Context: an optimization exercise on an open-source flow, tuned for small area and a short achievable clock period. The choices shown serve that exercise and are no tape-out recipe.
In this exercise RTL edits were held to simulation tests only and were not proved equivalent to the original.

--- flow/config.mk ---
export PLATFORM = sky130hd
export DESIGN_NAME = FFT_TOB
export DESIGN_NICKNAME = FFT_TOB
export VERILOG_FILES = /design/flow/design.v
export SDC_FILE = /design/flow/constraint.sdc
export NUM_CORES = 4
export LEC_CHECK = 0
export CAP_MARGIN = 20
export CORE_MARGIN = 2
export CORE_UTILIZATION = 40
export CTS_CLUSTER_DIAMETER = 110
export CTS_CLUSTER_SIZE = 22
export SLEW_MARGIN = 20
export SETUP_SLACK_MARGIN = 13.3
--- flow/constraint.sdc ---
create_clock -name core_clock -period 27.0 [get_ports {clk}]
set_input_delay 5.4000 -clock core_clock [delete_from_list [all_inputs] [get_ports {clk}]]
set_output_delay 5.4000 -clock core_clock [all_outputs]
set_load 0.01 [all_outputs]
--- flow/design.v ---
module rca #(parameter W = 16) (
  input  wire [W-1:0] a,
  input  wire [W-1:0] b,
  input  wire         ci,
  output wire [W-1:0] s
);
  wire [W:0] c;
  assign c[0] = ci;
  genvar i;
  generate
    for (i = 0; i < W; i = i + 1) begin : bit_
      assign s[i]   = a[i] ^ b[i] ^ c[i];
      assign c[i+1] = (a[i] & b[i]) | (a[i] & c[i]) | (b[i] & c[i]);
    end
  endgenerate
endmodule
module tw_csa (
  input  wire [16:0] u,
  input  wire [17:0] v,
  input  wire        rm,
  input  wire [26:0] cst,
  output wire [15:0] z
);
  wire n1 = (u[16] & rm) ^ u[15];
  wire n2 = (u[16] & rm) & u[15];
  wire n3 = u[4] ^ v[3];
  wire n4 = u[4] & v[3];
  wire n5 = u[5] ^ v[4] ^ cst[8];
  wire n6 = (u[5] & v[4]) | (u[5] & cst[8]) | (v[4] & cst[8]);
  wire n7 = (u[6] & rm) ^ (u[3] & rm);
  wire n8 = ~(u[6] & rm) & ~(u[3] & rm);
  wire n9 = u[6] ^ v[5] ^ cst[9];
  wire n10 = (u[6] & v[5]) | (u[6] & cst[9]) | (v[5] & cst[9]);
  wire n11 = (u[7] & rm) ^ (u[4] & rm);
  wire n12 = ~(u[7] & rm) & ~(u[4] & rm);
  wire n13 = u[7] ^ v[6] ^ (v[0] & rm);
  wire n14 = (u[7] & v[6]) | (u[7] & (v[0] & rm)) | (v[6] & (v[0] & rm));
  wire n15 = ~cst[10] ^ (u[8] & rm) ^ (u[5] & rm);
  wire n16 = (~cst[10] & (u[8] & rm)) | (~cst[10] & (u[5] & rm)) | ((u[8] & rm) & (u[5] & rm));
  wire n17 = u[8] ^ u[0] ^ v[7];
  wire n18 = (u[8] & u[0]) | (u[8] & v[7]) | (u[0] & v[7]);
  wire n19 = (v[1] & rm) ^ cst[11] ^ ~(u[9] & rm);
  wire n20 = ((v[1] & rm) & cst[11]) | ((v[1] & rm) & ~(u[9] & rm)) | (cst[11] & ~(u[9] & rm));
  wire n21 = (u[6] & rm) ^ u[4];
  wire n22 = ~(u[6] & rm) & ~u[4];
  wire n23 = u[9] ^ u[1] ^ v[8];
  wire n24 = (u[9] & u[1]) | (u[9] & v[8]) | (u[1] & v[8]);
  wire n25 = (v[2] & rm) ^ cst[12] ^ ~(u[10] & rm);
  wire n26 = ((v[2] & rm) & cst[12]) | ((v[2] & rm) & ~(u[10] & rm)) | (cst[12] & ~(u[10] & rm));
  wire n27 = (u[7] & rm) ^ u[5] ^ v[4];
  wire n28 = ((u[7] & rm) & u[5]) | ((u[7] & rm) & v[4]) | (u[5] & v[4]);
  wire n29 = u[10] ^ u[2] ^ v[9];
  wire n30 = (u[10] & u[2]) | (u[10] & v[9]) | (u[2] & v[9]);
  wire n31 = (v[3] & rm) ^ cst[13] ^ ~(u[11] & rm);
  wire n32 = ((v[3] & rm) & cst[13]) | ((v[3] & rm) & ~(u[11] & rm)) | (cst[13] & ~(u[11] & rm));
  wire n33 = (u[8] & rm) ^ u[6] ^ v[5];
  wire n34 = ((u[8] & rm) & u[6]) | ((u[8] & rm) & v[5]) | (u[6] & v[5]);
  wire n35 = u[11] ^ u[3] ^ v[10];
  wire n36 = (u[11] & u[3]) | (u[11] & v[10]) | (u[3] & v[10]);
  wire n37 = (v[4] & rm) ^ cst[14] ^ ~(u[12] & rm);
  wire n38 = ((v[4] & rm) & cst[14]) | ((v[4] & rm) & ~(u[12] & rm)) | (cst[14] & ~(u[12] & rm));
  wire n39 = (u[9] & rm) ^ u[7] ^ v[6];
  wire n40 = ((u[9] & rm) & u[7]) | ((u[9] & rm) & v[6]) | (u[7] & v[6]);
  wire n41 = u[12] ^ u[4] ^ v[11];
  wire n42 = (u[12] & u[4]) | (u[12] & v[11]) | (u[4] & v[11]);
  wire n43 = (v[5] & rm) ^ cst[15] ^ ~(u[13] & rm);
  wire n44 = ((v[5] & rm) & cst[15]) | ((v[5] & rm) & ~(u[13] & rm)) | (cst[15] & ~(u[13] & rm));
  wire n45 = (u[10] & rm) ^ u[8] ^ v[7];
  wire n46 = ((u[10] & rm) & u[8]) | ((u[10] & rm) & v[7]) | (u[8] & v[7]);
  wire n47 = u[13] ^ u[5] ^ v[12];
  wire n48 = (u[13] & u[5]) | (u[13] & v[12]) | (u[5] & v[12]);
  wire n49 = (v[6] & rm) ^ cst[16] ^ ~(u[14] & rm);
  wire n50 = ((v[6] & rm) & cst[16]) | ((v[6] & rm) & ~(u[14] & rm)) | (cst[16] & ~(u[14] & rm));
  wire n51 = (u[11] & rm) ^ u[9] ^ v[8];
  wire n52 = ((u[11] & rm) & u[9]) | ((u[11] & rm) & v[8]) | (u[9] & v[8]);
  wire n53 = u[14] ^ u[6] ^ v[13];
  wire n54 = (u[14] & u[6]) | (u[14] & v[13]) | (u[6] & v[13]);
  wire n55 = (v[7] & rm) ^ cst[17] ^ ~(u[15] & rm);
  wire n56 = ((v[7] & rm) & cst[17]) | ((v[7] & rm) & ~(u[15] & rm)) | (cst[17] & ~(u[15] & rm));
  wire n57 = (u[12] & rm) ^ u[10] ^ v[9];
  wire n58 = ((u[12] & rm) & u[10]) | ((u[12] & rm) & v[9]) | (u[10] & v[9]);
  wire n59 = u[7] ^ v[14] ^ (v[8] & rm);
  wire n60 = (u[7] & v[14]) | (u[7] & (v[8] & rm)) | (v[14] & (v[8] & rm));
  wire n61 = cst[18] ^ n1 ^ ~(u[13] & rm);
  wire n62 = (cst[18] & n1) | (cst[18] & ~(u[13] & rm)) | (n1 & ~(u[13] & rm));
  wire n63 = u[11] ^ v[10] ^ ~1'b1;
  wire n64 = (u[11] & v[10]) | (u[11] & ~1'b1) | (v[10] & ~1'b1);
  wire n65 = u[8] ^ v[15] ^ (v[9] & rm);
  wire n66 = (u[8] & v[15]) | (u[8] & (v[9] & rm)) | (v[15] & (v[9] & rm));
  wire n67 = cst[19] ^ n2 ^ ~u[16];
  wire n68 = (cst[19] & n2) | (cst[19] & ~u[16]) | (n2 & ~u[16]);
  wire n69 = (u[14] & rm) ^ u[12] ^ v[11];
  wire n70 = ((u[14] & rm) & u[12]) | ((u[14] & rm) & v[11]) | (u[12] & v[11]);
  wire n71 = u[9] ^ v[16] ^ (v[10] & rm);
  wire n72 = (u[9] & v[16]) | (u[9] & (v[10] & rm)) | (v[16] & (v[10] & rm));
  wire n73 = ~cst[20] ^ (u[15] & rm) ^ u[13];
  wire n74 = (~cst[20] & (u[15] & rm)) | (~cst[20] & u[13]) | ((u[15] & rm) & u[13]);
  wire n75 = v[12] ^ 1'b1;
  wire n76 = ~v[12] & 1'b1;
  wire n77 = (u[16] & rm) ^ u[10] ^ (v[11] & rm);
  wire n78 = ((u[16] & rm) & u[10]) | ((u[16] & rm) & (v[11] & rm)) | (u[10] & (v[11] & rm));
  wire n79 = ~cst[21] ^ u[14] ^ v[17];
  wire n80 = (~cst[21] & u[14]) | (~cst[21] & v[17]) | (u[14] & v[17]);
  wire n81 = v[13] ^ 1'b1;
  wire n82 = ~v[13] & 1'b1;
  wire n83 = u[11] ^ (v[12] & rm) ^ cst[22];
  wire n84 = (u[11] & (v[12] & rm)) | (u[11] & cst[22]) | ((v[12] & rm) & cst[22]);
  wire n85 = u[2] ^ v[1] ^ cst[5];
  wire n86 = (u[2] & v[1]) | (u[2] & cst[5]) | (v[1] & cst[5]);
  wire n87 = u[3] ^ v[2] ^ cst[6];
  wire n88 = (u[3] & v[2]) | (u[3] & cst[6]) | (v[2] & cst[6]);
  wire n89 = cst[7] ^ n3 ^ ~(u[5] & rm);
  wire n90 = (cst[7] & n3) | (cst[7] & ~(u[5] & rm)) | (n3 & ~(u[5] & rm));
  wire n91 = (u[2] & rm) ^ u[0];
  wire n92 = ~(u[2] & rm) & ~u[0];
  wire n93 = n4 ^ n5 ^ n7;
  wire n94 = (n4 & n5) | (n4 & n7) | (n5 & n7);
  wire n95 = u[1] ^ v[0] ^ ~1'b1;
  wire n96 = (u[1] & v[0]) | (u[1] & ~1'b1) | (v[0] & ~1'b1);
  wire n97 = n6 ^ n8 ^ n9;
  wire n98 = (n6 & n8) | (n6 & n9) | (n8 & n9);
  wire n99 = ~n11 ^ u[2] ^ v[1];
  wire n100 = (~n11 & u[2]) | (~n11 & v[1]) | (u[2] & v[1]);
  wire n101 = n10 ^ n12 ^ n13;
  wire n102 = (n10 & n12) | (n10 & n13) | (n12 & n13);
  wire n103 = u[3] ^ v[2] ^ n15;
  wire n104 = (u[3] & v[2]) | (u[3] & n15) | (v[2] & n15);
  wire n105 = n14 ^ n17 ^ n19;
  wire n106 = (n14 & n17) | (n14 & n19) | (n17 & n19);
  wire n107 = ~n21 ^ v[3] ^ n16;
  wire n108 = (~n21 & v[3]) | (~n21 & n16) | (v[3] & n16);
  wire n109 = n18 ^ n20 ^ n22;
  wire n110 = (n18 & n20) | (n18 & n22) | (n20 & n22);
  wire n111 = n23 ^ n25 ^ ~n27;
  wire n112 = (n23 & n25) | (n23 & ~n27) | (n25 & ~n27);
  wire n113 = n24 ^ n26 ^ n29;
  wire n114 = (n24 & n26) | (n24 & n29) | (n26 & n29);
  wire n115 = ~n31 ^ n28 ^ n33;
  wire n116 = (~n31 & n28) | (~n31 & n33) | (n28 & n33);
  wire n117 = n30 ^ n32 ^ n35;
  wire n118 = (n30 & n32) | (n30 & n35) | (n32 & n35);
  wire n119 = ~n37 ^ n34 ^ n39;
  wire n120 = (~n37 & n34) | (~n37 & n39) | (n34 & n39);
  wire n121 = n36 ^ n38 ^ n41;
  wire n122 = (n36 & n38) | (n36 & n41) | (n38 & n41);
  wire n123 = ~n43 ^ n40 ^ n45;
  wire n124 = (~n43 & n40) | (~n43 & n45) | (n40 & n45);
  wire n125 = n42 ^ n44 ^ n47;
  wire n126 = (n42 & n44) | (n42 & n47) | (n44 & n47);
  wire n127 = ~n49 ^ n46 ^ n51;
  wire n128 = (~n49 & n46) | (~n49 & n51) | (n46 & n51);
  wire n129 = n48 ^ n50 ^ n53;
  wire n130 = (n48 & n50) | (n48 & n53) | (n50 & n53);
  wire n131 = ~n55 ^ n52 ^ n57;
  wire n132 = (~n55 & n52) | (~n55 & n57) | (n52 & n57);
  wire n133 = n54 ^ n56 ^ n59;
  wire n134 = (n54 & n56) | (n54 & n59) | (n56 & n59);
  wire n135 = ~n61 ^ n58 ^ n63;
  wire n136 = (~n61 & n58) | (~n61 & n63) | (n58 & n63);
  wire n137 = n60 ^ n62 ^ n65;
  wire n138 = (n60 & n62) | (n60 & n65) | (n62 & n65);
  wire n139 = ~n67 ^ n64 ^ n69;
  wire n140 = (~n67 & n64) | (~n67 & n69) | (n64 & n69);
  wire n141 = n66 ^ n68 ^ n71;
  wire n142 = (n66 & n68) | (n66 & n71) | (n68 & n71);
  wire n143 = n70 ^ n73 ^ n75;
  wire n144 = (n70 & n73) | (n70 & n75) | (n73 & n75);
  wire n145 = n72 ^ n76 ^ n77;
  wire n146 = (n72 & n76) | (n72 & n77) | (n76 & n77);
  wire n147 = n74 ^ n79 ^ n81;
  wire n148 = (n74 & n79) | (n74 & n81) | (n79 & n81);
  wire n149 = n78 ^ n82 ^ n83;
  wire n150 = (n78 & n82) | (n78 & n83) | (n82 & n83);
  wire n151 = u[15] ^ v[14] ^ n80;
  wire n152 = (u[15] & v[14]) | (u[15] & n80) | (v[14] & n80);
  wire n153 = u[16] ^ u[12] ^ (v[13] & rm);
  wire n154 = (u[16] & u[12]) | (u[16] & (v[13] & rm)) | (u[12] & (v[13] & rm));
  wire n155 = cst[23] ^ n84 ^ ~v[15];
  wire n156 = (cst[23] & n84) | (cst[23] & ~v[15]) | (n84 & ~v[15]);
  wire n157 = u[13] ^ (v[14] & rm) ^ cst[24];
  wire n158 = (u[13] & (v[14] & rm)) | (u[13] & cst[24]) | ((v[14] & rm) & cst[24]);
  wire n159 = v[16] ^ 1'b1;
  wire n160 = ~v[16] & 1'b1;
  wire n161 = u[14] ^ v[17] ^ (v[15] & rm);
  wire n162 = (u[14] & v[17]) | (u[14] & (v[15] & rm)) | (v[17] & (v[15] & rm));
  wire n163 = u[15] ^ (v[16] & rm);
  wire n164 = u[15] & (v[16] & rm);
  wire n165 = u[1] ^ v[0];
  wire n166 = u[1] & v[0];
  wire n167 = ~n85 ^ (u[3] & rm) ^ (u[0] & rm);
  wire n168 = (~n85 & (u[3] & rm)) | (~n85 & (u[0] & rm)) | ((u[3] & rm) & (u[0] & rm));
  wire n169 = n86 ^ n87 ^ ~(u[4] & rm);
  wire n170 = (n86 & n87) | (n86 & ~(u[4] & rm)) | (n87 & ~(u[4] & rm));
  wire n171 = n88 ^ n89 ^ n91;
  wire n172 = (n88 & n89) | (n88 & n91) | (n89 & n91);
  wire n173 = n90 ^ n92 ^ n93;
  wire n174 = (n90 & n92) | (n90 & n93) | (n92 & n93);
  wire n175 = n94 ^ n97 ^ ~n96;
  wire n176 = (n94 & n97) | (n94 & ~n96) | (n97 & ~n96);
  wire n177 = n98 ^ n101 ^ ~n100;
  wire n178 = (n98 & n101) | (n98 & ~n100) | (n101 & ~n100);
  wire n179 = n102 ^ n105 ^ ~n104;
  wire n180 = (n102 & n105) | (n102 & ~n104) | (n105 & ~n104);
  wire n181 = n106 ^ n109 ^ n111;
  wire n182 = (n106 & n109) | (n106 & n111) | (n109 & n111);
  wire n183 = n110 ^ n112 ^ n113;
  wire n184 = (n110 & n112) | (n110 & n113) | (n112 & n113);
  wire n185 = n114 ^ n117 ^ ~n116;
  wire n186 = (n114 & n117) | (n114 & ~n116) | (n117 & ~n116);
  wire n187 = n118 ^ n121 ^ ~n120;
  wire n188 = (n118 & n121) | (n118 & ~n120) | (n121 & ~n120);
  wire n189 = n122 ^ n125 ^ ~n124;
  wire n190 = (n122 & n125) | (n122 & ~n124) | (n125 & ~n124);
  wire n191 = n126 ^ n129 ^ ~n128;
  wire n192 = (n126 & n129) | (n126 & ~n128) | (n129 & ~n128);
  wire n193 = n130 ^ n133 ^ ~n132;
  wire n194 = (n130 & n133) | (n130 & ~n132) | (n133 & ~n132);
  wire n195 = n134 ^ n137 ^ ~n136;
  wire n196 = (n134 & n137) | (n134 & ~n136) | (n137 & ~n136);
  wire n197 = n138 ^ n141 ^ ~n140;
  wire n198 = (n138 & n141) | (n138 & ~n140) | (n141 & ~n140);
  wire n199 = n142 ^ n145 ^ ~n144;
  wire n200 = (n142 & n145) | (n142 & ~n144) | (n145 & ~n144);
  wire n201 = n146 ^ n149 ^ ~n148;
  wire n202 = (n146 & n149) | (n146 & ~n148) | (n149 & ~n148);
  wire n203 = n150 ^ n153 ^ n155;
  wire n204 = (n150 & n153) | (n150 & n155) | (n153 & n155);
  wire n205 = n154 ^ n156 ^ n157;
  wire n206 = (n154 & n156) | (n154 & n157) | (n156 & n157);
  wire n207 = cst[25] ^ n158 ^ n160;
  wire n208 = (cst[25] & n158) | (cst[25] & n160) | (n158 & n160);
  wire n209 = cst[26] ^ n162 ^ n163;
  wire n210 = (cst[26] & n162) | (cst[26] & n163) | (n162 & n163);
  wire n211 = cst[2] ^ (u[0] & rm);
  wire n212 = cst[2] & ~(u[0] & rm);
  wire n213 = u[0] ^ cst[3] ^ ~(u[1] & rm);
  wire n214 = (u[0] & cst[3]) | (u[0] & ~(u[1] & rm)) | (cst[3] & ~(u[1] & rm));
  wire n215 = cst[4] ^ n165 ^ ~(u[2] & rm);
  wire n216 = (cst[4] & n165) | (cst[4] & ~(u[2] & rm)) | (n165 & ~(u[2] & rm));
  wire n217 = n166 ^ ~n167 ^ 1'b1;
  wire n218 = (n166 & ~n167) | (n166 & 1'b1) | (~n167 & 1'b1);
  wire n219 = ~n169 ^ (u[1] & rm) ^ n168;
  wire n220 = (~n169 & (u[1] & rm)) | (~n169 & n168) | ((u[1] & rm) & n168);
  wire n221 = n170 ^ n171 ^ 1'b1;
  wire n222 = (n170 & n171) | (n170 & 1'b1) | (n171 & 1'b1);
  wire n223 = n172 ^ n173 ^ ~n95;
  wire n224 = (n172 & n173) | (n172 & ~n95) | (n173 & ~n95);
  wire n225 = n174 ^ n175 ^ ~n99;
  wire n226 = (n174 & n175) | (n174 & ~n99) | (n175 & ~n99);
  wire n227 = n176 ^ n177 ^ ~n103;
  wire n228 = (n176 & n177) | (n176 & ~n103) | (n177 & ~n103);
  wire n229 = n178 ^ n179 ^ ~n107;
  wire n230 = (n178 & n179) | (n178 & ~n107) | (n179 & ~n107);
  wire n231 = n180 ^ n181 ^ ~n108;
  wire n232 = (n180 & n181) | (n180 & ~n108) | (n181 & ~n108);
  wire n233 = n182 ^ n183 ^ ~n115;
  wire n234 = (n182 & n183) | (n182 & ~n115) | (n183 & ~n115);
  wire n235 = n184 ^ n185 ^ ~n119;
  wire n236 = (n184 & n185) | (n184 & ~n119) | (n185 & ~n119);
  wire n237 = n186 ^ n187 ^ ~n123;
  wire n238 = (n186 & n187) | (n186 & ~n123) | (n187 & ~n123);
  wire n239 = n188 ^ n189 ^ ~n127;
  wire n240 = (n188 & n189) | (n188 & ~n127) | (n189 & ~n127);
  wire n241 = n190 ^ n191 ^ ~n131;
  wire n242 = (n190 & n191) | (n190 & ~n131) | (n191 & ~n131);
  wire n243 = n192 ^ n193 ^ ~n135;
  wire n244 = (n192 & n193) | (n192 & ~n135) | (n193 & ~n135);
  wire n245 = n194 ^ n195 ^ ~n139;
  wire n246 = (n194 & n195) | (n194 & ~n139) | (n195 & ~n139);
  wire n247 = n196 ^ n197 ^ ~n143;
  wire n248 = (n196 & n197) | (n196 & ~n143) | (n197 & ~n143);
  wire n249 = n198 ^ n199 ^ ~n147;
  wire n250 = (n198 & n199) | (n198 & ~n147) | (n199 & ~n147);
  wire n251 = n200 ^ n201 ^ ~n151;
  wire n252 = (n200 & n201) | (n200 & ~n151) | (n201 & ~n151);
  wire n253 = n202 ^ n203 ^ ~n152;
  wire n254 = (n202 & n203) | (n202 & ~n152) | (n203 & ~n152);
  wire n255 = n204 ^ n205 ^ ~n159;
  wire n256 = (n204 & n205) | (n204 & ~n159) | (n205 & ~n159);
  wire n257 = n161 ^ n206 ^ n207;
  wire n258 = (n161 & n206) | (n161 & n207) | (n206 & n207);
  wire n259 = n208 ^ n209 ^ 1'b1;
  wire n260 = (n208 & n209) | (n208 & 1'b1) | (n209 & 1'b1);
  wire n261 = 1'b1 ^ n211;
  wire n262 = 1'b1 & ~n211;
  wire n263 = n212 ^ n213 ^ n262;
  wire n264 = (n212 & n213) | (n212 & n262) | (n213 & n262);
  wire n265 = n214 ^ n215 ^ n264;
  wire n266 = (n214 & n215) | (n214 & n264) | (n215 & n264);
  wire n267 = n216 ^ n217 ^ n266;
  wire n268 = (n216 & n217) | (n216 & n266) | (n217 & n266);
  wire n269 = n218 ^ ~n219 ^ n268;
  wire n270 = (n218 & ~n219) | (n218 & n268) | (~n219 & n268);
  wire n271 = ~n220 ^ n221 ^ n270;
  wire n272 = (~n220 & n221) | (~n220 & n270) | (n221 & n270);
  wire n273 = n222 ^ n223 ^ n272;
  wire n274 = (n222 & n223) | (n222 & n272) | (n223 & n272);
  wire n275 = n224 ^ n225 ^ n274;
  wire n276 = (n224 & n225) | (n224 & n274) | (n225 & n274);
  wire n277 = n226 ^ n227 ^ n276;
  wire n278 = (n226 & n227) | (n226 & n276) | (n227 & n276);
  wire n279 = n228 ^ n229 ^ n278;
  wire n280 = (n228 & n229) | (n228 & n278) | (n229 & n278);
  wire n281 = n230 ^ n231 ^ n280;
  wire n282 = (n230 & n231) | (n230 & n280) | (n231 & n280);
  wire n283 = n232 ^ n233 ^ n282;
  wire n284 = (n232 & n233) | (n232 & n282) | (n233 & n282);
  wire n285 = n234 ^ n235 ^ n284;
  wire n286 = (n234 & n235) | (n234 & n284) | (n235 & n284);
  wire n287 = n236 ^ n237 ^ n286;
  wire n288 = (n236 & n237) | (n236 & n286) | (n237 & n286);
  wire n289 = n238 ^ n239 ^ n288;
  wire n290 = (n238 & n239) | (n238 & n288) | (n239 & n288);
  wire n291 = n240 ^ n241 ^ n290;
  wire n292 = (n240 & n241) | (n240 & n290) | (n241 & n290);
  wire n293 = n242 ^ n243 ^ n292;
  wire n294 = (n242 & n243) | (n242 & n292) | (n243 & n292);
  wire n295 = n244 ^ n245 ^ n294;
  wire n296 = (n244 & n245) | (n244 & n294) | (n245 & n294);
  wire n297 = n246 ^ n247 ^ n296;
  wire n298 = (n246 & n247) | (n246 & n296) | (n247 & n296);
  wire n299 = n248 ^ n249 ^ n298;
  wire n300 = (n248 & n249) | (n248 & n298) | (n249 & n298);
  wire n301 = n250 ^ n251 ^ n300;
  wire n302 = (n250 & n251) | (n250 & n300) | (n251 & n300);
  wire n303 = n252 ^ n253 ^ n302;
  wire n304 = (n252 & n253) | (n252 & n302) | (n253 & n302);
  wire n305 = n254 ^ n255 ^ n304;
  wire n306 = (n254 & n255) | (n254 & n304) | (n255 & n304);
  wire n307 = n256 ^ n257 ^ n306;
  wire n308 = (n256 & n257) | (n256 & n306) | (n257 & n306);
  wire n309 = n258 ^ n259 ^ n308;
  wire n310 = (n258 & n259) | (n258 & n308) | (n259 & n308);
  assign z = {n309, n307, n305, n303, n301, n299, n297, n295, n293, n291, n289, n287, n285, n283, n281, n279};
endmodule
module tw_prep (
  input  wire [15:0] ar, ai,
  input  wire        w1, w3, w9, w2, w6,
  output wire [16:0] y0, y1,
  output wire        od_p, od_n, os_p, os_n
);
  wire [16:0] xr = {ar[15], ar}, xi = {ai[15], ai};
  wire [16:0] ts, g;
  rca #(17) u_ts (.a(xr), .b(xi), .ci(1'b0), .s(ts));    
  rca #(17) u_g  (.a(xi), .b(~xr), .ci(1'b0), .s(g));    
  assign od_p = g[16] & ~g[15];     
  assign od_n = ~g[16] & g[15];     
  assign os_p = ~ts[16] & ts[15];   
  assign os_n = ts[16] & ~ts[15];   
  assign y0 = w3 ? xi : w9 ? ~xr : w2 ? ts : w6 ? g : xr;
  assign y1 = w3 ? xr : w9 ? ~xi : w2 ? g : w6 ? ~ts : xi;
endmodule
module tw_mul (
  input  wire [16:0] y0, y1,
  input  wire        w1, w3, w9, w2, w6,
  input  wire        od_p, od_n, os_p, os_n,
  output wire [15:0] zr, zi
);
  wire rm = w1 | w3 | w9;
  wire [26:0] kr = w9 ? 27'd2676 : w6 ? 27'd1448 : 27'd0;
  wire [26:0] ki = w1 ? 27'd784 : (w3 | w9) ? 27'd1892 : (w2 | w6) ? 27'd1448 : 27'd0;
  wire [26:0] br = w1 ? 27'd1892 : w3 ? 27'd784 : w9 ? -27'd1892 : w2 ? 27'd1448 : w6 ? -27'd1448 : 27'd0;
  wire [26:0] bi = w1 ? -27'd784 : w3 ? -27'd1892 : w9 ? 27'd784 : (w2 | w6) ? -27'd1448 : 27'd0;
  wire [26:0] cr = kr + (od_p ? -(br << 16) : od_n ? (br << 16) : 27'd0);
  wire [26:0] ci = ki + (os_p ? -(bi << 16) : os_n ? (bi << 16) : 27'd0);
  wire [16:0] ui = y1 ^ {17{w3}};
  wire [16:0] vi = y0 ^ {17{~w3}};
  tw_csa u_re (.u(y0), .v(rm ? {y1[16], y1} : {y0, 1'b0}), .rm(rm), .cst(cr), .z(zr));
  tw_csa u_im (.u(ui), .v(rm ? {vi[16], vi} : {y1, 1'b0}), .rm(rm), .cst(ci), .z(zi));
endmodule
module FFT_TOB (
  input  wire signed [15:0] Input_re,
  input  wire signed [15:0] Input_Im,
  input  wire               cordic_Valid,
  input  wire               clk,
  input  wire               rst,
  output wire signed [15:0] Output_FFT_Re,
  output wire signed [15:0] Output_FFT_Im,
  output wire               Data_Valid
);
  reg [3:0] p;
  reg       dv;
  always @(posedge clk or negedge rst)
    if (!rst) begin
      p  <= 4'd0;
      dv <= 1'b0;
    end else begin
      if (cordic_Valid) p <= p + 4'd1;
      if (p == 4'd14)   dv <= 1'b1;
    end
  assign Data_Valid = dv;
  wire p3 = p[3], p2 = p[2], p1 = p[1], p0 = p[0];
  wire first = (p == 4'd0);
  wire last  = (p == 4'd15);
  reg [127:0] d1r, d1i;    
  reg [63:0]  d2r, d2i;    
  reg [31:0]  d3r, d3i;    
  reg [15:0]  d4r, d4i;    
  reg [15:0]  zr, zi;      
  reg [16:0]  y0, y1;      
  reg         yw1, yw3, yw9, yw2, yw6, yw4, yodp, yodn, yosp, yosn;
  reg [15:0]  ar, ai;      
  reg [15:0]  br, bi;      
  wire [15:0] xr = Input_re, xi = Input_Im;
  wire [15:0] r1r = d1r[127:112], r1i = d1i[127:112];
  wire [15:0] r2r = d2r[63:48],   r2i = d2i[63:48];
  wire [15:0] r3r = d3r[31:16],   r3i = d3i[31:16];
  wire [15:0] r4r = d4r,          r4i = d4i;
  wire [15:0] a1r, a1i, b1r, b1i;
  rca u_a1r (.a(r1r), .b(xr),  .ci(1'b0), .s(a1r));
  rca u_a1i (.a(r1i), .b(xi),  .ci(1'b0), .s(a1i));
  rca u_b1r (.a(r1r), .b(~xr), .ci(1'b1), .s(b1r));
  rca u_b1i (.a(r1i), .b(~xi), .ci(1'b1), .s(b1i));
  wire [15:0] s1r = p3 ? a1r : r1r;
  wire [15:0] s1i = p3 ? a1i : r1i;
  wire [15:0] w1r = p3 ? b1r : xr;
  wire [15:0] w1i = p3 ? b1i : xi;
  wire c2 = ~p3 & p2;
  wire [15:0] b2r, b2i, a2r, a2i;
  rca u_b2r (.a(r2r), .b(~(c2 ? r1i : s1r)),      .ci(1'b1), .s(b2r));
  rca u_b2i (.a(r2i), .b(c2 ? r1r : ~s1i),        .ci(~c2),  .s(b2i));
  wire [15:0] w2r = p2 ? b2r : s1r;
  wire [15:0] w2i = p2 ? b2i : s1i;
  rca u_a2r (.a(r2r), .b(s1r), .ci(1'b0), .s(a2r));
  rca u_a2i (.a(r2i), .b(s1i), .ci(1'b0), .s(a2i));
  wire [3:0]  q   = p + 4'd2;
  wire [15:0] t2r = d2r[31:16], t2i = d2i[31:16];
  wire [15:0] t1r = d1r[95:80], t1i = d1i[95:80];
  wire        qsw = ~q[3] & q[2];
  wire [15:0] yr, yi;
  rca u_yr (.a(t2r), .b(qsw ? t1i : 16'd0),  .ci(1'b0), .s(yr));
  rca u_yi (.a(t2i), .b(qsw ? ~t1r : 16'd0), .ci(qsw), .s(yi));
  wire qw1 = (q == 4'd5);
  wire qw3 = (q == 4'd7) | (q == 4'd9);
  wire qw9 = (q == 4'd11);
  wire qw2 = (q == 4'd1) | (q == 4'd6);
  wire qw6 = (q == 4'd3) | (q == 4'd10);
  wire qw4 = (q == 4'd2);
  wire [16:0] py0, py1;
  wire        podp, podn, posp, posn;
  tw_prep u_prep (.ar(yr), .ai(yi), .w1(qw1), .w3(qw3), .w9(qw9), .w2(qw2), .w6(qw6),
                  .y0(py0), .y1(py1), .od_p(podp), .od_n(podn), .os_p(posp), .os_n(posn));
  wire [15:0] er, ei;
  tw_mul u_mul (.y0(y0), .y1(y1), .w1(yw1), .w3(yw3), .w9(yw9), .w2(yw2), .w6(yw6),
                .od_p(yodp), .od_n(yodn), .os_p(yosp), .os_n(yosn), .zr(er), .zi(ei));
  wire ymul = yw1 | yw3 | yw9 | yw2 | yw6;
  wire [15:0] ny0;
  rca u_ny0 (.a(~y0[15:0]), .b(16'd0), .ci(1'b1), .s(ny0));
  wire        x3  = p3 & p2;
  wire [15:0] mr  = x3 ? a2r : zr;
  wire [15:0] mi  = x3 ? a2i : zi;
  wire [15:0] b3r, b3i;
  rca u_b3r (.a(r3r), .b(~mr), .ci(1'b1), .s(b3r));
  rca u_b3i (.a(r3i), .b(~mi), .ci(1'b1), .s(b3i));
  wire [15:0] w3r = p1 ? b3r : mr;
  wire [15:0] w3i = p1 ? b3i : mi;
  wire c5 = p0 & ~p1;
  wire [15:0] s3r, s3i, a3r, a3i, o4r, o4i, e4r, e4i, sumr, sumi, a8r, a8i;
  rca u_a3r (.a(r3r), .b(zr), .ci(1'b0), .s(a3r));
  rca u_a3i (.a(r3i), .b(zi), .ci(1'b0), .s(a3i));
  wire [15:0] s3or = p1 ? a3r : r3r;
  wire [15:0] s3oi = p1 ? a3i : r3i;
  rca u_e4r (.a(r4r), .b(c5 ? r3i : s3or),  .ci(1'b0), .s(e4r));
  rca u_e4i (.a(r4i), .b(c5 ? ~r3r : s3oi), .ci(c5),   .s(e4i));
  assign o4r = p0 ? e4r : r4r;
  assign o4i = p0 ? e4i : r4i;
  out_add u_or (.acc(first ? 16'd0 : ar), .x(xr), .o(o4r), .last(last), .sum(sumr), .y(Output_FFT_Re));
  out_add u_oi (.acc(first ? 16'd0 : ai), .x(xi), .o(o4i), .last(last), .sum(sumi), .y(Output_FFT_Im));
  wire [15:0] i4r = c5 ? r3i : s3or;
  wire [15:0] b4r, b4i;
  rca u_b4r (.a(r4r), .b(~i4r), .ci(1'b1), .s(b4r));
  rca u_b4i (.a(r4i), .b(c5 ? r3r : ~s3oi), .ci(~c5), .s(b4i));
  rca u_a8r (.a(first ? 16'd0 : br), .b(xr ^ {16{p0}}), .ci(p0), .s(a8r));
  rca u_a8i (.a(first ? 16'd0 : bi), .b(xi ^ {16{p0}}), .ci(p0), .s(a8i));
  wire [15:0] w4r = last ? a8r : p0 ? b4r : s3or;
  wire [15:0] w4i = last ? a8i : p0 ? b4i : s3oi;
  always @(posedge clk) begin
    d1r <= {d1r[111:0], w1r};  d1i <= {d1i[111:0], w1i};
    d2r <= {d2r[47:0],  w2r};  d2i <= {d2i[47:0],  w2i};
    d3r <= {d3r[15:0],  w3r};  d3i <= {d3i[15:0],  w3i};
    d4r <= w4r;                d4i <= w4i;
    y0  <= py0;                y1  <= py1;
    yw1 <= qw1; yw3 <= qw3; yw9 <= qw9; yw2 <= qw2; yw6 <= qw6; yw4 <= qw4;
    yodp <= podp; yodn <= podn; yosp <= posp; yosn <= posn;
    zr  <= ymul ? er : yw4 ? y1[15:0] : y0[15:0];
    zi  <= ymul ? ei : yw4 ? ny0 : y1[15:0];
    ar  <= sumr;               ai  <= sumi;
    br  <= a8r;                bi  <= a8i;
  end
endmodule
module out_add (
  input  wire [15:0] acc,
  input  wire [15:0] x,
  input  wire [15:0] o,
  input  wire        last,
  output wire [15:0] sum,
  output wire [15:0] y
);
  assign sum = acc + x;
  assign y   = last ? sum : o;
endmodule
--- flow/flow/run.sh ---
#!/bin/bash
cp standard.sh standard_sh_copy.log
echo "export SETUP_SLACK_MARGIN = 13.3" >> config.mk
bash standard.sh > standard.log 2>&1
--- flow/standard.sh ---
#!/bin/bash
# synth_recipe.tcl (not shown) runs the flow's synth.tcl, then flattens the netlist and writes it again
# the make line also repeats each setting of config.mk as NAME=value (left out here)
make -C /OpenROAD-flow-scripts/flow DESIGN_CONFIG=/design/flow/config.mk WORK_HOME=/design/flow/orfs CLKGATE_MAP_FILE= SYNTH_SCRIPT=/design/flow/synth_recipe.tcl "${@:-finish}"
==> impl.org, run 1 <==
** Layout
- Top library cells by usage in the layout, fill and taps aside :: 617 x dfxtp_1, 582 x inv_1, 500 x fa_1, 269 x nand2_1, 202 x nor2_1
- The library cell used most frequently in the layout, excluding fill and tap cells, is dfxtp_1.
- In the final design database the tool counted 4258 nets.
- Relative to the synthesized area, the layout overhead comes to 8.384%.
- The finished cells cover 0.04010 mm2.
- 0 antenna diodes ended up in the layout.
- Cells with a size suffix above 1 make up 6.215% of the layout.
- Once layout is complete, the utilization of the core stands at 43.74%.

** Global routing
- Entering global routing, the biggest net connects 83 pins.
- First-pass GRT wire length :: 140700 um
- The number of global-route vias before repair was 24030.
- The initial antenna violation count came to 5.
- After global routing the overflow that remains totals 0.
- Total global routing track utilization :: 19.37%

** Clock tree
- Post-CTS Hold Fix Bufs :: 0
- Buffer depth of the longest clock path :: 3
- Number of buffers added by the clock tree synthesis step :: 34
- Clock edge transition at the registers on the reported setup and hold paths :: 0.10 ns
- The tree is rooted in a clkbuf_16.
- CTS tree :: done
- CTS built an H-tree with a depth of 2.
- Clk sinks :: 625
- Insertion delay to the later sink of the worst-skew pair :: 0.59 ns

** STA
- The final count of hold timing violations is 0.
- Static timing analysis puts the maximum clock frequency at 0.07315 GHz.
- Across the routed clock network, the largest skew measured is 0.04066 ns.
- Pins over their slew limit :: 0
- RSZ-0062 raised after global routing :: true
- Worst-Margin Slew :: 0.9520 ns
- Shortest period the worst path allows :: 13.67 ns
- Setup violations remaining at the end of the flow were counted as 0.
- The final critical path takes up 50.63% of the cycle.
- Measured against its own limit, the worst slew margin works out to 36.53%.
- Total Negative Setup Slacks :: 0 ns

** Yosys
- Largest cells by area after synthesis :: dfxtp_1 34%, fa_1 30%, inv_1 5.9%, ha_1 3.6%, mux2i_1 3.5%
- In this run, synthesis inferred 0 flip-flops with an integrated enable.
- The mapped netlist covers 0.03699 mm2.
- After Yosys synthesis, and, or, nand and nor cells account for 7.360% of the synthesized area.
- Cell taking the most area after synthesis :: dfxtp_1
- The number of different library cells used by synthesis comes to 67.
- Area fraction of the dominant cell type after synthesis :: 33.55%
- Measured against the total synthesized area, the mux share comes to 4.275%.
- After synthesis, the largest family of logic cells by area is adder cells.
- The synthesized netlist devotes 33.38% of its cell area to adder and majority cells.
- The number of nets in the synthesized netlist is 4262.
- After synthesis, flip-flops and latches occupy 33.89% of the total area.
- Synthesized netlist cell count :: 3571
- Number of warning messages in the yosys log :: 1
- Synthesized-area fraction occupied by ao, oa, aoi and oai cells :: 10.34%
- Post-Syn Area per Cell :: 10.36 um2
- After Yosys synthesis, XOR and XNOR cells account for 3.169% of the synthesized area.
- Flop and latch count out of synthesis :: 625
- In the synthesized netlist the async set-or-reset flop fraction comes to 0.8000%.
- In the synthesized netlist the dominant register cell turns out to be dfxtp_1.

** Drt
- After the first detailed-routing iteration, the DRC count stood at 1402.
- Count of unresolved DRC violations after routing :: 0
- Detailed-route vias per instance :: 4.963
- Wire length per cell :: 18.72 um
- The final layout contains routed wiring with a total length of 89060 um.
- Number of vias after detailed routing :: 23610
- The first detailed-routing pass took 5 iterations.
- Once detail routing completed, the nets flagged for antenna violations numbered 0.

** Worst setup path
- STA classifies the critical path startpoint as an input pin.
- Type of the worst setup path :: input pin to primary output
- Critical Path Fanout Max :: 5
- For flop-to-flop paths, the worst setup slack is 15.47 ns.
- Element type at the critical path end :: primary output
- STA puts the critical path data arrival time at 8.27 ns.
- Reg2reg start :: yw3$_DFF_P_
- The most critical setup path has its startpoint at Input_Im[9].
- Data on the critical path is required at its endpoint by 21.60 ns.

** Job
- Across the run, the number of max-cap violations was 0.

** Placement
- Port buffering added 67 buffers.
- At the end of routability-driven placement, the weighted congestion stood at 0.8774.
- After legalization and detailed placement, the total HPWL measured 71560 um.
- After detailed placement, the total cell area comes to 0.03881 mm2.

** Floorplan
- From bottom edge to top edge, the die measures 308.1 um.
- In this run the core area contains 111 standard-cell rows.
- Area enclosed by the die boundary :: 0.09493 mm2
- Starting Density :: 40.36%
- Width of the die :: 308.1 um
- The region available for standard cell placement spans 0.09166 mm2.
- 68 I/O pins were placed.

** Worst hold path
- In this run the most critical hold path is launched from d1r[1]$_DFF_P_.
- Min-delay worst type :: register to register

** Status
- The flow ran to the end and the layout has no timing, DRC or antenna violations.
## cell usage after synthesis (all sizes together) (12+ instances only)
| cell | n |
|---|---|
| mux2 | 24 |
| a211o | 14 |
| nand2 | 271 |
| a21oi | 185 |
| xnor2 | 95 |
| inv | 587 |
| buf | 37 |
| mux2i | 131 |
| xor2 | 38 |
| clkbuf | 118 |
| o21a | 21 |
| a211oi | 15 |
| a21o | 37 |
| dfxtp | 620 |
| nand2b | 39 |
| a221oi | 22 |
| fa | 550 |
| nand3 | 18 |
| ha | 106 |
| o21ai | 222 |
| nor2 | 202 |
| and2 | 44 |
| o211ai | 34 |
| a2111oi | 12 |
## layer usage
metal,GRT usage [%],vias to the layer above,wire length (um)
li1,-,11250,-
met1,27.28,11800,40820
met2,31.55,458,41900
met3,2.384,103,3976
met4,5.184,0,2363
met5,0,-,0
## stage by stage
| step | hold slack (ns) | cells | worst slack (ns) |
|---|---|---|---|
| after floorplan | 0.3096 | 3571 | 13.32 |
| after global placement | 0.3099 | 4700 | 12.58 |
| after detailed placement | 0.3121 | 4700 | 12.61 |
| after CTS | 0.3132 | 4753 | 13.25 |
| after global routing | 0.3203 | 4758 | 13.19 |
| final | 0.3121 | 4758 | 13.33 |
## cell type report
class | count | area [um2]
Inverter | 588 | 2207
Multi-Input combinational cell | 2203 | 21930
Sequential cell | 625 | 12550
Fill cell | 8788 | 51570
Clock inverter | 4 | 50.05
Clock buffer | 37 | 862.1
Timing Repair Buffer | 115 | 1015
Tap cell | 1186 | 1484
## timing repair
action,CTS,global route
gates resized for setup,97,41
pin swaps,15,20
buffers inserted,12,5
setup endpoints to repair,19,13
gates cloned,0,0
## flip-flops by register name, summed over array words and instances, names as in the netlist, 17 cells and up
register	count
d2i	64
d3i	32
y0	17
d1i	128
y1	17
d2r	64
d1r	128
d3r	32
## worst paths after layout
| check | endpoint | cells after the start |
|---|---|---|
| min in group asynchronous | dv$_DFFE_PN0N_ | 1 |
| setup reg to reg | zi[15]$_DFF_P_ | 35 |
| hold / removal | d1r[17]$_DFF_P_ | 0 |
| setup / recovery | Output_FFT_Im[11] | 9 |
| max in group asynchronous | p[3]$_DFFE_PN0P_ | 1 |
| hold reg to reg | d1r[17]$_DFF_P_ | 0 |
## logic make-up after synthesis
logic type	after synthesis
AOI/OAI and AO/OA	632
xor gates and xnor gates	133
adders and majority gates	657
buffers and inverters	743
DFF	625
muxes	155
and+or+nand+nor	626
## worst max-delay path, cell delays in order
cell and delay [ns]:
dlygate4sd2_1 0.48, ha_1 0.38, nand4_1 0.19, inv_1 0.06, a221o_1 0.34, o21a_1 0.21, o21a_1 0.18, o31ai_1 0.39
clkdlybuf4s50_1 0.62
==> run 2: changes to the inputs <==
--- a/flow/config.mk
+++ b/flow/config.mk
@@ -10,4 +10,5 @@
 export CORE_UTILIZATION = 40
-export CTS_CLUSTER_DIAMETER = 110
-export CTS_CLUSTER_SIZE = 22
+export CTS_BUF_LIST = sky130_fd_sc_hd__clkbuf_8 sky130_fd_sc_hd__clkbuf_16
+export CTS_CLUSTER_DIAMETER = 130
+export CTS_CLUSTER_SIZE = 27
 export SLEW_MARGIN = 20
==> run 2 against run 1 <==
Wire length down 0.58%. Worst hold slack improved by 0.013 ns. Sequential share of layout area is 0.21 points higher.
==> impl.org, run 2 <==
** Worst hold path
- Hold Crit Start :: d3r[15]$_DFF_P_
- Min-delay worst type :: register to register

** Layout
- Area growth syn-to-layout :: 7.688%
- Most common cell after layout, fill and taps aside :: dfxtp_1
- The top cell types in the final layout, fill and taps aside, are 616 x dfxtp_1, 585 x inv_1, 504 x fa_1, 269 x nand2_1, 202 x nor2_1.
- Final core utilization :: 43.46%
- Share of cells above drive strength 1 :: 5.562%
- The net count of the finished layout is 4248.
- The largest registers in the layout are d1i (128), d1r (128).

** Yosys
- Of all flip-flops after synthesis, the portion carrying an async set or reset was 0.8000%.
- Flop and latch count out of synthesis :: 625
- Total nets after synthesis :: 4262
- Among all cell types in the netlist, the one instantiated most often is dfxtp_1.
- Area fraction of the dominant cell type after synthesis :: 33.55%
- Post-Syn Area per Cell :: 10.36 um2
- After synthesis the cells add up to 0.03699 mm2.
- dfxtp_1 takes more of the synthesized area than any other cell.
- Counting instances in the post-synthesis netlist gives the leading cell types as 620 x dfxtp_1, 584 x inv_1, 550 x fa_1, 271 x nand2_1, 206 x o21ai_0.
- Most used flip-flop cell after synthesis :: dfxtp_1
- Post-synthesis sequential area ratio :: 33.89%
- Counting flops with a built-in enable in the synthesized netlist gives 0.
- Synthesized netlist cell count :: 3571
- Synth cell types :: 67
- For this run, the number of Yosys warnings is 1.
- Sorting the synthesized cells by area gives the leading types as dfxtp_1 34%, fa_1 30%, inv_1 5.9%, ha_1 3.6%, mux2i_1 3.5%.

** Drt
- The final route contains 23490 vias.
- Final wirelength :: 88540 um
- For this run, design rule violations remaining after detail routing come to 0.
- The detailed router finished its first iteration with 1509 violations.
- Detailed-router iteration count before antenna repair :: 5
- ANT nets after route :: 0
- Detailed-route vias per instance :: 4.948
- Wire length per cell :: 18.65 um

** Clock tree
- The clock passes through at most 3 buffers.
- Clock edge transition at the registers on the reported setup and hold paths :: 0.10 ns
- In this run, post-CTS hold repair placed 0 buffers.
- TritonCTS built the clock tree.
- Insertion delay to the later sink of the worst-skew pair :: 0.62 ns
- Root buffer cell :: clkbuf_16
- Number of buffers added by the clock tree synthesis step :: 27
- Clk sinks :: 625
- H-tree levels :: 1

** Placement
- The HPWL after detailed placement is 71560 um.
- At the end of routability-driven placement, the weighted congestion stood at 0.8774.
- Input and output buffers added on the ports amount to 67.

** Floorplan
- After floorplanning, the core was sized to cover 0.09166 mm2.
- FP Rows :: 111
- The die is 308.1 um tall.
- From left edge to right edge, the die measures 308.1 um.
- Area enclosed by the die boundary :: 0.09493 mm2
- Once the floorplan was initialized, standard cells occupied 40.36% of the core.
- 68 I/O pins were placed.

** Worst setup path
- Critical Path Fanout Max :: 5
- The largest single stage delay on the critical path is 0.62 ns.
- On the critical path, the stage with the largest delay is an instance of clkdlybuf4s50_1.
- At the worst endpoint, the required time is 21.60 ns.
- Worst-path cell chain :: dlygate4sd2_1, ha_1, nand4_1, inv_1, a221o_1, o21a_1, o21a_1, o31ai_1, clkdlybuf4s50_1
- Reg2reg start :: yw3$_DFF_P_
- The critical path starts at Input_Im[9].
- The cell that appears most often on the critical path is o21a_1.
- Element type at the critical path end :: primary output
- Arrival time at the worst endpoint :: 8.26 ns
- The critical path is of the input pin to primary output type.
- The worst setup path is launched from an input pin.

** Global routing
- Largest net degree at the start of global routing :: 83
- Number of global-route vias before repair :: 23890
- First-pass GRT wire length :: 140200 um
- Overflow left after global routing :: 0
- Initial antenna violation count :: 5
- For this run, the total global-route usage over all layers was measured as 19.23%.

** STA
- Total Negative Setup Slacks :: 0 ns
- The clock period could shrink to 13.66 ns.
- Worst setup skew after layout :: 0.03294 ns
- Final setup vio count :: 0
- At the pin with the least slew margin, the transition time is 0.9371 ns.
- Slew margin rel. :: 37.53%
- Dividing the final minimum period by the clock period gives 50.58%.
- The count of pins over their slew limit came to 0.
- RSZ-0062 raised after global routing :: true
- Number of hold violations in the final report :: 0
- Fmax achieved :: 0.07323 GHz

** Status
- The run finished with no timing, DRC or antenna violations.

** Job
- Across the run, the number of max-cap violations was 0.
==> run 2: cell families after synthesis <==
kind of cell | share of synthesized area (%)
mux | 4.275
fa+ha+maj | 33.38
simple gates | 7.360
compound gates | 10.34
xor+xnor | 3.169
flops | 33.89
buf+inv | 7.590
==> run 2: worst max-delay path: cells and delay by family <==
family | cells | cell delay (ns)
buf+inv | 3 | 1.16
compound gates | 4 | 1.11
fa+ha+maj | 1 | 0.38
simple gates | 1 | 0.19
==> run 2: layout make-up <==
type                    count  area (um2)
diodes                      1       2.502
fillers                  8808       51820
multi-input cells        2203       21880
flip-flops and latches    625       12550
well taps                1186        1484
inverters                 588        2207
clock inverters             5       41.29
clock buffers              27       675.6
repair buffers            112       992.2
==> run 2: routing by layer <==
layer / GRT usage (%) / part of all wire (%) / up-vias
met5: 0 / 0 / -
met4: 4.027 / 2.2 / 0
met3: 2.082 / 4.3 / 92
met2: 31.76 / 48 / 447
met1: 27.33 / 46 / 11740
li1: - / - / 11210
==> run 2: what timing repair did <==
action,in CTS,in global routing
gates cloned,0,0
setup endpoints to repair,19,13
resized for setup,103,22
buffers inserted,12,2
pin swaps,16,14
==> run 2: metrics by stage <==
| step | worst slack [ns] | cells | area, um2 | hold WS, ns |
|---|---|---|---|---|
| CTS | 13.29 | 4744 | 39800 | 0.3261 |
| global route | 13.10 | 4746 | 39840 | 0.3296 |
| global placement | 12.58 | 4700 | 38810 | 0.3099 |
| finish | 13.34 | 4747 | 39840 | 0.3248 |
| detailed placement | 12.61 | 4700 | 38810 | 0.3121 |
| floorplan | 13.32 | 3571 | 37010 | 0.3096 |
==> run 2: worst paths after layout <==
kind                                          end  cells past startpoint
worst min-delay path              d3r[31]$_DFF_P_                      0
min in group asynchronous          dv$_DFFE_PN0N_                      1
max in group asynchronous        p[0]$_DFFE_PN0P_                      1
worst max register to register     zi[15]$_DFF_P_                     35
worst max-delay path            Output_FFT_Im[11]                      9
worst min register to register    d3r[31]$_DFF_P_                      0
==> run 3: changes to the inputs <==
--- a/flow/config.mk
+++ b/flow/config.mk
@@ -11,4 +11,4 @@
 export CTS_BUF_LIST = sky130_fd_sc_hd__clkbuf_8 sky130_fd_sc_hd__clkbuf_16
-export CTS_CLUSTER_DIAMETER = 130
-export CTS_CLUSTER_SIZE = 27
+export CTS_CLUSTER_DIAMETER = 120
+export CTS_CLUSTER_SIZE = 25
 export SLEW_MARGIN = 20
==> run 3 against run 2 <==
Critical path type unchanged. Critical endpoint unchanged. Worst setup slack improved by 0.021 ns. Fmax increased by 0.16%. First-iteration DRC count increased by 1.7%. Largest cell class unchanged. Worst hold slack got worse by 0.0099 ns. Non-clock buffer count increased by 1. Area after synthesis unchanged.
==> impl.org, run 3 <==
** Status
- The run finished with no timing, DRC or antenna violations.

** Worst setup path
- Along the worst path, the maximum fanout reaches 5.
- Worst-path cell chain :: clkdlybuf4s15_2, ha_1, a21o_1, a21o_1, a221o_1, o21a_1, o21a_1, o31ai_1, clkdlybuf4s50_1
- On the worst path, the slowest cell contributes a delay of 0.62 ns.
- Element type at the critical path end :: primary output
- Required time at the worst-slack endpoint :: 21.60 ns
- For this design, the slowest cell found on the critical path is clkdlybuf4s50_1.
- Measured in cells, the most critical reg-to-reg path has a length of 35.
- The worst setup path is launched from an input pin.
- Arrival time at the worst endpoint :: 8.23 ns
- The worst setup path is of the input pin to primary output kind.

** Yosys
- Summing the sequential cell areas from Yosys gives 33.89% of the chip area.
- The number of nets in the synthesized netlist is 4262.
- Counting flops with a built-in enable in the synthesized netlist gives 0.
- Sorting the synthesized cells by how often they occur yields 620 x dfxtp_1, 584 x inv_1, 550 x fa_1, 271 x nand2_1, 206 x o21ai_0.
- Cell taking the most area after synthesis :: dfxtp_1
- Flop and latch count out of synthesis :: 625
- The top cell type by area accounts for 33.55% of the synthesized area.
- For this run, the number of Yosys warnings is 1.
- Among all flip-flop cells after synthesis, the most frequent one is dfxtp_1.
- After synthesis, the mean cell area works out to 10.36 um2.
- Yosys mapped the design onto 67 distinct sky130hd cell types.
- Post-synthesis instance area :: 0.03699 mm2
- Yosys instantiated no cell more often than dfxtp_1.
- Largest cells by area after synthesis :: dfxtp_1 34%, fa_1 30%, inv_1 5.9%, ha_1 3.6%, mux2i_1 3.5%
- Async SR Flop Fraction :: 0.8000%
- Synthesized netlist cell count :: 3571

** Placement
- IO Port Bufs :: 67
- The wire-length estimate of the detail-placed layout is 71560 um.
- At the end of routability-driven placement, the weighted congestion stood at 0.8774.
- The placed instances occupy a cell area of 0.03881 mm2.

** STA
- Final setup vio count :: 0
- RSZ-0062 raised after global routing :: true
- Worst setup skew after layout :: 0.02521 ns
- At the pin with the least slew margin, the transition time is 0.9691 ns.
- In this run the tightest slew margin relative to its limit is 35.40%.
- The count of pins over their slew limit is 0.
- Fmax achieved :: 0.07334 GHz
- Number of hold violations in the final report :: 0
- Total Negative Setup Slacks :: 0 ns
- Share of the clock period used by the worst path after layout :: 50.50%
- On the final layout, the worst hold slack is 0.3149 ns.
- After layout, the minimum clock period comes to 13.63 ns.

** Drt
- Using the TritonRoute via totals, the vias-per-cell ratio works out to 4.950.
- The detail route stage leaves a number of antenna-violating nets equal to 0.
- Initial DRC count :: 1535
- Final wirelength :: 88660 um
- In the routed design, unresolved DRC markers number 0.
- Dividing the detail-routed wire length by the instance count gives 18.67 um.
- For this run, the detailed router's first-pass iteration total came to 5.
- Number of vias after detailed routing :: 23510

** Clock tree
- Insertion delay to the later sink of the worst-skew pair :: 0.61 ns
- No sink is reached through more buffers than the 3 on the longest clock path.
- Root buffer cell :: clkbuf_16
- CTS tree :: done
- Number of buffers added by the clock tree synthesis step :: 29
- The tree built by TritonCTS fans out to 625 sinks.
- Post-CTS Hold Fix Bufs :: 0
- Clock edge transition at the registers on the reported setup and hold paths :: 0.11 ns
- In this run the number of H-tree levels came out at 1.

** Global routing
- Total global routing track utilization :: 19.27%
- First-pass GRT wire length :: 140500 um
- Largest net degree at the start of global routing :: 83
- Number of global-route vias before repair :: 23930
- Initial antenna violation count :: 5
- Overflow left after global routing :: 0

** Floorplan
- Measured along the y axis, the die boundary spans 308.1 um.
- 68 I/O pins were placed.
- Placeable Area :: 0.09166 mm2
- The die covers 0.09493 mm2.
- Starting Density :: 40.36%
- The die is 308.1 um wide.
- In this run the core area contains 111 standard-cell rows.

** Layout
- Largest registers :: d1i (128), d1r (128)
- Share of cells above drive strength 1 :: 6.064%
- In the layout the commonest cells are 615 x dfxtp_1, 585 x inv_1, 500 x fa_1, 269 x nand2_1, 202 x nor2_1.
- Cell area after layout :: 0.03995 mm2
- Number of nets in the final layout :: 4251
- Relative to the synthesized area, the layout overhead comes to 8.002%.
- Most common cell after layout, fill and taps aside :: dfxtp_1
- Total of fill cells in the finished design :: 8804

** Worst hold path
- Number of instances on the worst hold path :: 0
- The tightest min-delay check is of the register to register type.

** Job
- # Max-Cap Violations :: 0
[run 3: changes by cell type in the layout (fill, tap and decap cells not counted), sizes merged]
cell,before,now
inv,593,592
clkbuf,28,30
buf,48,49
[run 3: per-layer routing]
metal  share of wire [%]  vias up  track usage [%]
met5                   0        -                0
met4                 2.2        0            3.948
met3                 4.5       86            2.130
met2                  48      456            31.92
met1                  46    11750            27.30
li1                    -    11220                -
[run 3: cells by family (layout without fill, tap and decap cells)]
logic type / after synthesis / count (layout) / share of synthesized area, %
AND/OR/NAND/NOR: 626 / 626 / 7.360
adder cells (fa/ha/maj): 657 / 657 / 33.38
multiplexers: 155 / 155 / 4.275
other: 0 / 1 / 0
buffers and inverters: 743 / 734 / 7.590
AO/OA/AOI/OAI: 632 / 632 / 10.34
flip-flops: 625 / 625 / 33.89
XOR/XNOR: 133 / 133 / 3.169
[run 3: per-stage QoR]
step / worst slack, ns / util (%) / cells
2_1_floorplan: 13.32 / - / 3571
3_3_place_gp: 12.58 / 42.34 / 4700
3_5_place_dp: 12.61 / 42.34 / 4700
4_1_cts: 13.28 / 43.46 / 4744
5_1_grt: 13.18 / 43.59 / 4748
6_report: 13.37 / 43.59 / 4749
[run 3: final timing paths]
| check | start | end | slack [ns] |
|---|---|---|---|
| worst max-delay path | Input_Im[7] | Output_FFT_Im[11] | 13.37 |
| worst min-delay path | d1r[0]$_DFF_P_ | d1r[16]$_DFF_P_ | 0.31 |
| worst max register to register | yw3$_DFF_P_ | zi[15]$_DFF_P_ | 15.46 |
| worst min register to register | d1r[0]$_DFF_P_ | d1r[16]$_DFF_P_ | 0.31 |
| max in group asynchronous | rst | p[0]$_DFFE_PN0P_ | 21.69 |
| min in group asynchronous | rst | dv$_DFFE_PN0N_ | 5.03 |
[run 3: area by class of cell]
type                            count  area [um2]  share of cell area (%)
Multi-Input combinational cell   2203       21940                   54.92
Sequential cell                   625       12550                   31.42
Inverter                          588        2207                   5.524
Tap cell                         1186        1484                   3.714
Timing Repair Buffer              113        1003                   2.512
Clock buffer                       29       725.7                   1.816
Clock inverter                      4       35.03                 0.08768
Antenna cell                        1       2.502                0.006263
[run 3: repair_timing]
item	4_1_cts	5_1_grt
endpoints found under the setup margin	19	13
pin swaps	16	20
setup buffers	11	4
resized for setup	103	41
[run 3: worst max-delay path, delay by kind of cell]
family / cells / cell delay (ns)
AOI/OAI and AO/OA: 6 / 1.52
buffers and inverters: 2 / 0.91
adders and majority gates: 1 / 0.39
==> run 4: changes to the inputs <==
--- a/flow/config.mk
+++ b/flow/config.mk
@@ -9,3 +9,3 @@
 export CORE_MARGIN = 2
-export CORE_UTILIZATION = 40
+export CORE_UTILIZATION = 65
 export CTS_BUF_LIST = sky130_fd_sc_hd__clkbuf_8 sky130_fd_sc_hd__clkbuf_16
==> run 4 against run 3 <==
Clock-buffer cell count unchanged. Still clean. First-iteration DRC count up 13%. Via count up 4.4%. Clock skew up 0.011 ns. Synthesized cell count unchanged. Wire length up 5.9%.
==> impl.org, run 4 <==
** STA
- Fmax achieved :: 0.07346 GHz
- RSZ-0062 raised after global routing :: true
- Headroom to the max-slew limit came out at 26.82%.
- On the final layout, the worst hold slack is 0.3218 ns.
- Final setup vio count :: 0
- Counting I/O delays and the setup requirement, the final critical path takes 13.61 ns.
- The count of pins over their slew limit came to 0.
- Worst-Margin Slew :: 1.095 ns
- Final worst setup slack :: 13.39 ns
- Number of hold violations in the final report :: 0
- Share of the clock period used by the worst path after layout :: 50.42%
- Worst setup skew after layout :: 0.03639 ns
- Setup total negative slack on the finished layout was measured at 0 ns.

** Clock tree
- H-tree levels :: 1
- Clock edge transition at the registers on the reported setup and hold paths :: 0.10 ns
- For the worst-skew pair, the clock arrives at the later sink with an insertion delay of 0.64 ns.
- Clock tree synthesis selected as its root buffer the cell clkbuf_16.
- CTS tree :: done
- Post-CTS Hold Fix Bufs :: 0
- Clk sinks :: 625
- Number of buffers added by the clock tree synthesis step :: 29
- Buffer depth of the longest clock path :: 3

** Floorplan
- From bottom edge to top edge, the die measures 242.6 um.
- After floorplanning, the core was divided into 87 placement rows.
- The die covers 0.05884 mm2.
- Placeable Area :: 0.05628 mm2
- IO Pins :: 68
- Once the floorplan was initialized, standard cells occupied 65.74% of the core.
- In this run the horizontal extent of the chip is 242.6 um.

** Layout
- The library cells used most frequently in the layout, excluding fill and tap cells, are 615 x dfxtp_1, 584 x inv_1, 506 x fa_1, 269 x nand2_1, 202 x nor2_1.
- Most common cell after layout, fill and taps aside :: dfxtp_1
- Area growth syn-to-layout :: 7.072%
- Final std cells w/o fill :: 4323
- Number of nets in the final layout :: 4254
- Counting the fill cells in the layout gives 4204.
- Largest registers :: d1i (128), d1r (128)
- At the end of the flow the core is filled with cells to 70.38%.
- Share of cells above drive strength 1 :: 6.169%

** Worst setup path
- At the worst endpoint, the required time is 21.60 ns.
- End of the worst register-to-register path :: zi[15]$_DFF_P_
- The startpoint identified for the worst register-to-register timing path is yw3$_DFF_P_.
- Element type at the critical path end :: primary output
- Setup slack on the worst reg-to-reg path comes out at 15.03 ns.
- Critical Path Fanout Max :: 8
- At the worst endpoint, the arrival time is 8.21 ns.
- Worst reg2reg path depth :: 33
- Kind of start point of the critical path :: input pin
- By startpoint and endpoint, the worst setup path is classified as input pin to primary output.

** Yosys
- Averaged over all synthesized cells, the footprint is 10.36 um2.
- Synthesized netlist cell count :: 3571
- Synthesis produced a netlist with a net count of 4262.
- Synth cell types :: 67
- Area fraction of the dominant cell type after synthesis :: 33.55%
- Post-synthesis sequential area ratio :: 33.89%
- Largest cells by area after synthesis :: dfxtp_1 34%, fa_1 30%, inv_1 5.9%, ha_1 3.6%, mux2i_1 3.5%
- dfxtp_1 is the most common cell in the netlist.
- Number of warning messages in the yosys log :: 1
- Counting flops with a built-in enable in the synthesized netlist gives 0.
- After synthesis the netlist holds a flip-flop and latch count of 625.
- Counting flops with an async set or reset pin after synthesis yields a share of 0.8000%.
- Of all cell types, the one taking the most synthesized area is dfxtp_1.
- Commonest cells post-synth :: 620 x dfxtp_1, 584 x inv_1, 550 x fa_1, 271 x nand2_1, 206 x o21ai_0
- In the synthesized netlist the dominant register cell turns out to be dfxtp_1.
- Post-synthesis instance area :: 0.03699 mm2

** Drt
- The final layout contains routed wiring with a total length of 93880 um.
- Wire length per cell :: 21.72 um
- The detail route stage leaves a number of antenna-violating nets equal to 0.
- Number of vias after detailed routing :: 24550
- Count of unresolved DRC violations after routing :: 0
- Initial DRC count :: 1735
- Detailed-router iteration count before antenna repair :: 5
- Using the TritonRoute via totals, the vias-per-cell ratio works out to 5.679.

** Worst hold path
- Number of instances on the worst hold path :: 0
- End point of the most critical hold path :: d1i[39]$_DFF_P_
- The worst hold path begins at d1i[23]$_DFF_P_.
- The tightest min-delay check is of the register to register type.

** Global routing
- Across every metal layer, demand over resource in global routing totals 32.66%.
- First-pass GRT wire length :: 147100 um
- Global routing finished with a remaining overflow of 0.
- Number of global-route vias before repair :: 25840
- Largest net degree at the start of global routing :: 77
- Initial antenna violation count :: 1

** Placement
- Port buffering added 67 buffers.
- Detailed-placement wirelength estimate :: 74860 um
- OpenSTA, run right after detailed placement, puts the worst setup slack at 12.50 ns.
- Routability-driven placement finished with a final weighted congestion of 0.9275.
- In this run, placement finished with an instance count of 4269.

** Job
- Across the run, the number of max-cap violations was 0.

** Status
- The run finished with no timing, DRC or antenna violations.
==> run 4: changes by cell type in the layout (fill, tap and decap cells not counted), sizes merged <==
cell / change
bufbuf: +3
buf: -4
clkinv: +1
dlygate4sd2: +3
clkdlybuf4s15: -3
clkbuf: +7
clkdlybuf4s50: -3
==> run 4: cells by family after synthesis <==
family | synth area share, %
AOI/OAI and AO/OA | 10.34
and+or+nand+nor | 7.360
DFF | 33.89
xor gates and xnor gates | 3.169
adders and majority gates | 33.38
muxes | 4.275
buffers and inverters | 7.590
==> run 4: worst max-delay path, stage by stage <==
cell and delay (ns):
clkdlybuf4s50_1 0.62, ha_1 0.53, and4_1 0.27, nor4b_1 0.58, o21ba_2 0.22, nor3_2 0.05
mux2_2 0.26, dlygate4sd2_1 0.28
==> run 4: worst max-delay path by stage <==
stage | start | to | slack (ns) | cells past startpoint
2_1_floorplan | p[1]$_DFFE_PN0P_ | Output_FFT_Im[15] | 13.32 | 30
3_3_place_gp | p[1]$_DFFE_PN0P_ | Output_FFT_Im[15] | 12.55 | 24
3_5_place_dp | p[1]$_DFFE_PN0P_ | Output_FFT_Im[15] | 12.50 | 24
4_1_cts | zi[0]$_DFF_P_ | Output_FFT_Im[15] | 13.27 | 25
5_1_grt | d3i[16]$_DFF_P_ | Output_FFT_Im[15] | 13.14 | 25
6_report | Input_Im[11] | Output_FFT_Im[15] | 13.39 | 8
==> run 4: stage by stage <==
stage	instance area (um2)
floorplan	37010
global placement	38260
detailed placement	38260
CTS	39470
global route	39610
finish	39610
==> run 4: what timing repair did <==
action	4_1_cts	5_1_grt
setup buffers	10	5
pin swaps	18	24
resized for setup	111	42
setup endpoints to repair	19	13
gates cloned	3	1
==> run 4: layout make-up <==
type	count	area [um2]	share of cell area, %
Clock inverter	5	53.80	0.1358
Sequential cell	625	12560	31.70
Tap cell	756	945.9	2.388
Multi-Input combinational cell	2203	21980	55.50
Timing Repair Buffer	116	1134	2.862
Antenna cell	1	2.502	0.006318
Clock buffer	29	725.7	1.832
Inverter	588	2210	5.578
==> run 4: metal layers <==
metal,global-route usage (%),vias up,wire length (um)
met1,45.99,12350,40240
met3,6.447,159,6837
met2,51.48,828,43320
met5,0,-,0
met4,10.20,0,3478
li1,-,11210,-

what the ideal ports hide:
How much do the figures lean on ideal ports? The routed layouts below were timed once more, with nothing changed but the port constraints.
Step 1: set_driving_cell puts a clkbuf_16 on clk and a buf_2 on each other input, an assumption about the parent block.
Step 2, shift: input delay + t, output delay - t, t = (earliest + latest rising clock arrival at the registers) / 2. This alone moves slack from input paths to output paths.
Three values: ideal, step 1, step 2; two values: the first two.
| run | t (ns) | setup WS [ns] | worst hold slack (ns) | worst setup path at the end | worst slew at a driven data input, ns |
|---|---|---|---|---|---|
| run 1 | 0.639 | 13.330 / 13.300 / 13.300 | 0.312 / 0.312 / 0.312 | input to output | 0.10 |
| run 2 | 0.673 | 13.344 / 13.306 / 13.318 | 0.325 / 0.325 / 0.325 | input to output | 0.10 |
| run 3 | 0.669 | 13.366 / 13.335 / 13.335 | 0.315 / 0.315 / 0.315 | input to output | 0.11 |
| run 4 | 0.684 | 13.387 / 13.358 / 13.328 | 0.322 / 0.322 / 0.322 | input to register | 0.17 |
After both steps setup and hold are still met in every run listed. For run 4, which loses most, drivers alone change the setup slack by -0.029 ns; drivers and shift together by -0.059 ns.
